From an optimization exercise on the open Yosys and OpenROAD flow, aimed at small area; shortcuts taken in it are not production practice.
In this exercise RTL edits were held to simulation tests only and were not proved equivalent to the original.

==> inputs of sierra <==
// hearing_aid_processor
module hearing_aid_processor (
    input  wire                 clk,
    input  wire                 rst_n,
    input  wire signed [15:0]   audio_in,
    input  wire                 audio_valid,
    output wire signed [15:0]   audio_out,
    output wire                 audio_ready
);
==> module hearing_aid_processor, before the edit <==
module hearing_aid_processor (
    input  wire                 clk,
    input  wire                 rst_n,
    input  wire signed [15:0]   audio_in,
    input  wire                 audio_valid,
    output wire signed [15:0]   audio_out,
    output wire                 audio_ready
);
    reg  [4:0]  ph;           
    reg         nready;       
    reg  [7:0]  cnt;          
    reg  [22:0] nsum;         
    reg         pend;         
    reg         upd;          
    reg         mac;          
    reg         ready_q;
    reg  [255:0] wring;       
    reg  [255:0] dring;       
    reg  [34:0]  acc;         
    reg  [15:0]  s_q;         
    reg  [15:0]  e_q;         
    wire        take  = audio_valid & nready;     
    wire        ph31  = &ph;
    wire        ph0   = ~|ph;
    wire        hi    = ph[0];                    
    wire        start = ph31 & pend & ~upd;
    wire [14:0] noise = nsum[22:8];               
    wire        nz    = |noise;
    wire [15:0] x     = audio_in;
    wire        xneg  = x[15];
    wire [15:0] xabs1 = x ^ {16{xneg}};
    wire [22:0] nsum_nx;
    wire        nsum_c16;
    ha_add #(.W(16)) u_nadd (.a(nsum[15:0]), .b(xabs1), .ci(xneg), .y(nsum_nx[15:0]), .co(nsum_c16));
    ha_inc #(.W(7))  u_ninc (.a(nsum[22:16]), .ci(nsum_c16), .y(nsum_nx[22:16]), .co());
    wire [15:0] nop = {1'b0, noise} ^ {16{~xneg}};
    wire [15:0] t;
    ha_add #(.W(16)) u_tadd (.a(x), .b(nop), .ci(~xneg), .y(t), .co());
    wire        keep = xneg ? (t[15] & nz) : ~t[15];
    wire [15:0] s    = t & {16{keep}};
    wire [7:0]  w0  = wring[7:0];
    wire [7:0]  w1  = wring[15:8];
    wire [7:0]  w31 = wring[255:248];
    wire [7:0]  d0  = dring[7:0];
    wire        lo_mac = mac & ~hi;
    wire        hi_mac = mac & hi;
    wire [15:0] ma = ({16{upd}} & e_q)
                   | ({16{lo_mac}} & {w1, w0})
                   | ({16{hi_mac}} & {w0, w31});
    wire [8:0]  mb = {hi & d0[7], d0};
    wire        x_full  = lo_mac & ~ph0;
    wire        x_shift = nready & (hi | ~(upd | mac));
    wire [34:0] acc_sh  = {{8{acc[34]}}, acc[34:8]};
    wire [34:0] mx = ({35{x_full}} & acc) | ({35{x_shift}} & acc_sh);
    wire [34:0] mt;
    lms_mac u_mac (.a(ma), .b(mb), .x(mx), .y(mt));
    wire        full_wr = (upd | mac) & ~hi;      
    wire        ovf = ~((&acc[34:30]) | ~(|acc[34:30]));
    assign audio_out   = ovf ? {acc[34], {15{~acc[34]}}} : acc[30:15];
    assign audio_ready = ready_q;
    wire        yovf = ~((&mt[26:22]) | ~(|mt[26:22]));
    wire [15:0] ynx  = yovf ? {mt[26], {15{~mt[26]}}} : mt[22:7];
    wire [15:0] e;
    ha_add #(.W(16)) u_esub (.a(s_q), .b(~ynx), .ci(1'b1), .y(e), .co());
    wire [9:0]  dw = mt[23:14] & {10{upd & hi}};
    wire [15:0] wcur = {w0, w31};
    wire [15:0] wsum;
    ha_add #(.W(16)) u_wadd (.a(wcur), .b({{6{dw[9]}}, dw}), .ci(1'b0), .y(wsum), .co());
    wire        wovf = (wcur[15] == dw[9]) & (wsum[15] != wcur[15]);
    wire [15:0] wnew = wovf ? {wcur[15], {15{~wcur[15]}}} : wsum;
    wire [4:0] ph_nx;
    wire [7:0] cnt_nx;
    ha_inc #(.W(5)) u_phinc (.a(ph), .ci(1'b1), .y(ph_nx), .co());
    ha_inc #(.W(8)) u_cntinc (.a(cnt), .ci(1'b1), .y(cnt_nx), .co());
    always @(posedge clk or negedge rst_n) begin
        if (!rst_n) begin
            ph      <= 5'd0;
            nready  <= 1'b0;
            cnt     <= 8'd0;
            nsum    <= 23'd0;
            pend    <= 1'b0;
            upd     <= 1'b0;
            mac     <= 1'b0;
            ready_q <= 1'b0;
        end else begin
            ph      <= ph_nx;
            ready_q <= start;
            if (audio_valid & ~nready) begin
                cnt <= cnt_nx;
                if (&cnt)
                    nready <= 1'b1;
                else
                    nsum <= nsum_nx;
            end
            pend <= (pend | take) & ~start;
            if (ph31) begin
                upd <= start;
                mac <= upd;
            end
        end
    end
    always @(posedge clk) begin
        if (take)
            s_q <= s;
        if (start)
            e_q <= e;
        acc[34:8] <= full_wr ? mt[34:8] : mt[26:0];
        if (full_wr)
            acc[7:0] <= mt[7:0];
        wring <= {wnew[15:8] & {8{nready}}, wnew[7:0], wring[247:8]};
        dring[231:0]   <= dring[239:8];
        dring[239:232] <= (upd & (ph[4:1] != 4'd0)) ? d0 : dring[247:240];
        dring[247:240] <= dring[255:248];
        dring[255:248] <= (upd & ph[4:1] == 4'd15) ? (hi ? s_q[15:8] : s_q[7:0])
                                                  : (d0 & {8{nready}});
    end
endmodule
export LEC_CHECK = 0
export CAP_MARGIN = 20
export CORE_MARGIN = 2
export CORE_UTILIZATION = 40
export SLEW_MARGIN = 20
create_clock -name core_clock -period 40.0 [get_ports {clk}]
run.sh (not shown) runs the stock make flow with config.mk's settings and CLKGATE_MAP_FILE= SYNTH_SCRIPT=/design/flow/synth_recipe.tcl, a recipe that flattens the netlist after the stock synthesis.
==> yarrow: changes against sierra <==
--- a/flow/design.v
+++ b/flow/design.v
@@ -585,3 +585,3 @@
     reg  [7:0]  cnt;          
-    reg  [22:0] nsum;         
+    reg  [14:0] noise;        
     reg         pend;         
@@ -600,3 +600,2 @@
     wire        start = ph31 & pend & ~upd;
-    wire [14:0] noise = nsum[22:8];               
     wire        nz    = |noise;
@@ -604,7 +603,5 @@
     wire        xneg  = x[15];
-    wire [15:0] xabs1 = x ^ {16{xneg}};
-    wire [22:0] nsum_nx;
-    wire        nsum_c16;
-    ha_add #(.W(16)) u_nadd (.a(nsum[15:0]), .b(xabs1), .ci(xneg), .y(nsum_nx[15:0]), .co(nsum_c16));
-    ha_inc #(.W(7))  u_ninc (.a(nsum[22:16]), .ci(nsum_c16), .y(nsum_nx[22:16]), .co());
+    wire        nsamp = audio_valid & ~nready;    
+    wire        nlast = nsamp & (&cnt);           
+    wire        nacc  = nsamp & ~(&cnt);
     wire [15:0] nop = {1'b0, noise} ^ {16{~xneg}};
@@ -622,6 +619,7 @@
                    | ({16{lo_mac}} & {w1, w0})
-                   | ({16{hi_mac}} & {w0, w31});
-    wire [8:0]  mb = {hi & d0[7], d0};
-    wire        x_full  = lo_mac & ~ph0;
-    wire        x_shift = nready & (hi | ~(upd | mac));
+                   | ({16{hi_mac}} & {w0, w31})
+                   | ({16{nacc}} & x);
+    wire [8:0]  mb = nacc ? {{8{xneg}}, 1'b1} : {hi & d0[7], d0};
+    wire        x_full  = (lo_mac & ~ph0) | (nacc & (|cnt));
+    wire        x_shift = ~nsamp & (hi | ~(upd | mac));
     wire [34:0] acc_sh  = {{8{acc[34]}}, acc[34:8]};
@@ -630,3 +628,3 @@
     lms_mac u_mac (.a(ma), .b(mb), .x(mx), .y(mt));
-    wire        full_wr = (upd | mac) & ~hi;      
+    wire        full_wr = ((upd | mac) & ~hi) | nsamp;    
     wire        ovf = ~((&acc[34:30]) | ~(|acc[34:30]));
@@ -647,3 +645,3 @@
     ha_inc #(.W(5)) u_phinc (.a(ph), .ci(1'b1), .y(ph_nx), .co());
-    ha_inc #(.W(8)) u_cntinc (.a(cnt), .ci(1'b1), .y(cnt_nx), .co());
+    ha_inc #(.W(8)) u_cntinc (.a(cnt), .ci(nsamp), .y(cnt_nx), .co());
     always @(posedge clk or negedge rst_n) begin
@@ -653,3 +651,2 @@
             cnt     <= 8'd0;
-            nsum    <= 23'd0;
             pend    <= 1'b0;
@@ -661,9 +658,5 @@
             ready_q <= start;
-            if (audio_valid & ~nready) begin
-                cnt <= cnt_nx;
-                if (&cnt)
-                    nready <= 1'b1;
-                else
-                    nsum <= nsum_nx;
-            end
+            cnt     <= cnt_nx;
+            if (nlast)
+                nready <= 1'b1;
             pend <= (pend | take) & ~start;
@@ -678,2 +671,4 @@
             s_q <= s;
+        if (nlast)
+            noise <= acc[22:8];
         if (start)
==> flow/flow/run.sh (new file) <==
#!/bin/bash
# Own layout flow: the standard flow (standard.sh, which runs ORFS from
# synthesis to the final layout and writes out/final.def), with two changes:
#  - the port buffers use the smallest buffer cell;
#  - the clock tree uses larger sink clusters and no dummy loads.
# ORFS writes each step's full log under orfs/logs; make's own output goes to
# flow.log in this folder.
set -euo pipefail
export BUFFER_PORTS_ARGS="-buffer_cell sky130_fd_sc_hd__buf_1"
export CTS_ARGS="-sink_clustering_enable -repair_clock_nets -sink_clustering_size 40 -sink_clustering_max_diameter 70 -dont_use_dummy_load"
bash standard.sh > flow.log 2>&1
==> flow/standard.sh (new file) <==
#!/bin/bash
# synth_recipe.tcl (not shown) runs the flow's synth.tcl, then flattens the netlist and writes it again
# the make line also repeats each setting of config.mk as NAME=value (left out here)
make -C /OpenROAD-flow-scripts/flow DESIGN_CONFIG=/design/flow/config.mk WORK_HOME=/design/flow/orfs CLKGATE_MAP_FILE= SYNTH_SCRIPT=/design/flow/synth_recipe.tcl "${@:-finish}"
removed: flow/run.sh
==> onyx: changes against sierra <==
CTS_CLUSTER_DIAMETER = 100   (was not set)
CTS_CLUSTER_SIZE = 25   (was not set)
==> results.toml <==
[place]
placed_area_um2 = 22800

[global_routing]
gr-usage-met1_pct = 20.7

[die]
initial_utilization_pct = 40.5
die_h_um = 237

[run_status]
status = "complete, no violations"

[route]
wl_met3_um = 2200

[sta]
worst_slack_ns = 20.30

[cells_and_area]
n_fill_cell = 4848
the above is filed under onyx

==> results.toml <==
[sta]
worst_slack_ns = 20.25

[run_status]
status = "complete, no violations"

[cells_and_area]
n_fill_cell = 4737

[route]
wl_met3_um = 2360

[global_routing]
gr-usage-met1_pct = 20.8

[die]
initial_utilization_pct = 40.5
die_h_um = 237
dieArea_um2 = 56300

[place]
placed_area_um2 = 22800
the above is filed under sierra

==> results.toml <==
[run_status]
status = "complete, no violations"

[die]
initial_utilization_pct = 40.4
die_h_um = 231

[place]
placed_area_um2 = 21600

[global_routing]
gr-usage-met1_pct = 22.2

[logic_synthesis]
ys_ff_latch = 612
synth_adder_area_share_pct = 20.2

[cells_and_area]
n_fill_cell = 4667
the above is filed under yarrow

==> what the ideal ports hide <==
The results above use ideal ports. As a check the final layouts listed here were re-extracted and re-timed, cells and wires unchanged.
Step 1 (the two cells are an assumption about what drives the block):
set clk [get_ports {clk}]
set_driving_cell -lib_cell sky130_fd_sc_hd__clkbuf_16 $clk
set_driving_cell -lib_cell sky130_fd_sc_hd__buf_2 [delete_from_list [all_inputs] $clk]
Step 2 moves the port delays by t, midway between the first and last clock arrival at a register: inputs arrive t later, outputs are due t later. That takes back most of the time a late clock gives input paths.
a / b / c = ideal ports / drivers / drivers and shift; a / b = the first two.
| run | t, ns | slack for setup (ns) | hold WS [ns] | worst setup path at the end | cell pins on the clock port's net |
|---|---|---|---|---|---|
| sierra | 0.673 | 20.255 / 20.255 / 20.255 | 0.319 / 0.319 / 0.319 | register to register | 1 |
| yarrow | 0.621 | 13.401 / 13.375 / 12.753 | 0.256 / 0.256 / 0.256 | input to register | 1 |
| onyx | 0.659 | 20.298 / 20.298 / 20.298 | 0.318 / 0.318 / 0.318 | register to register | 1 |
After both steps every run listed still meets setup and hold. The setup slack of yarrow, which loses most, moves by -0.026 ns with the drivers and by -0.648 ns with both steps.
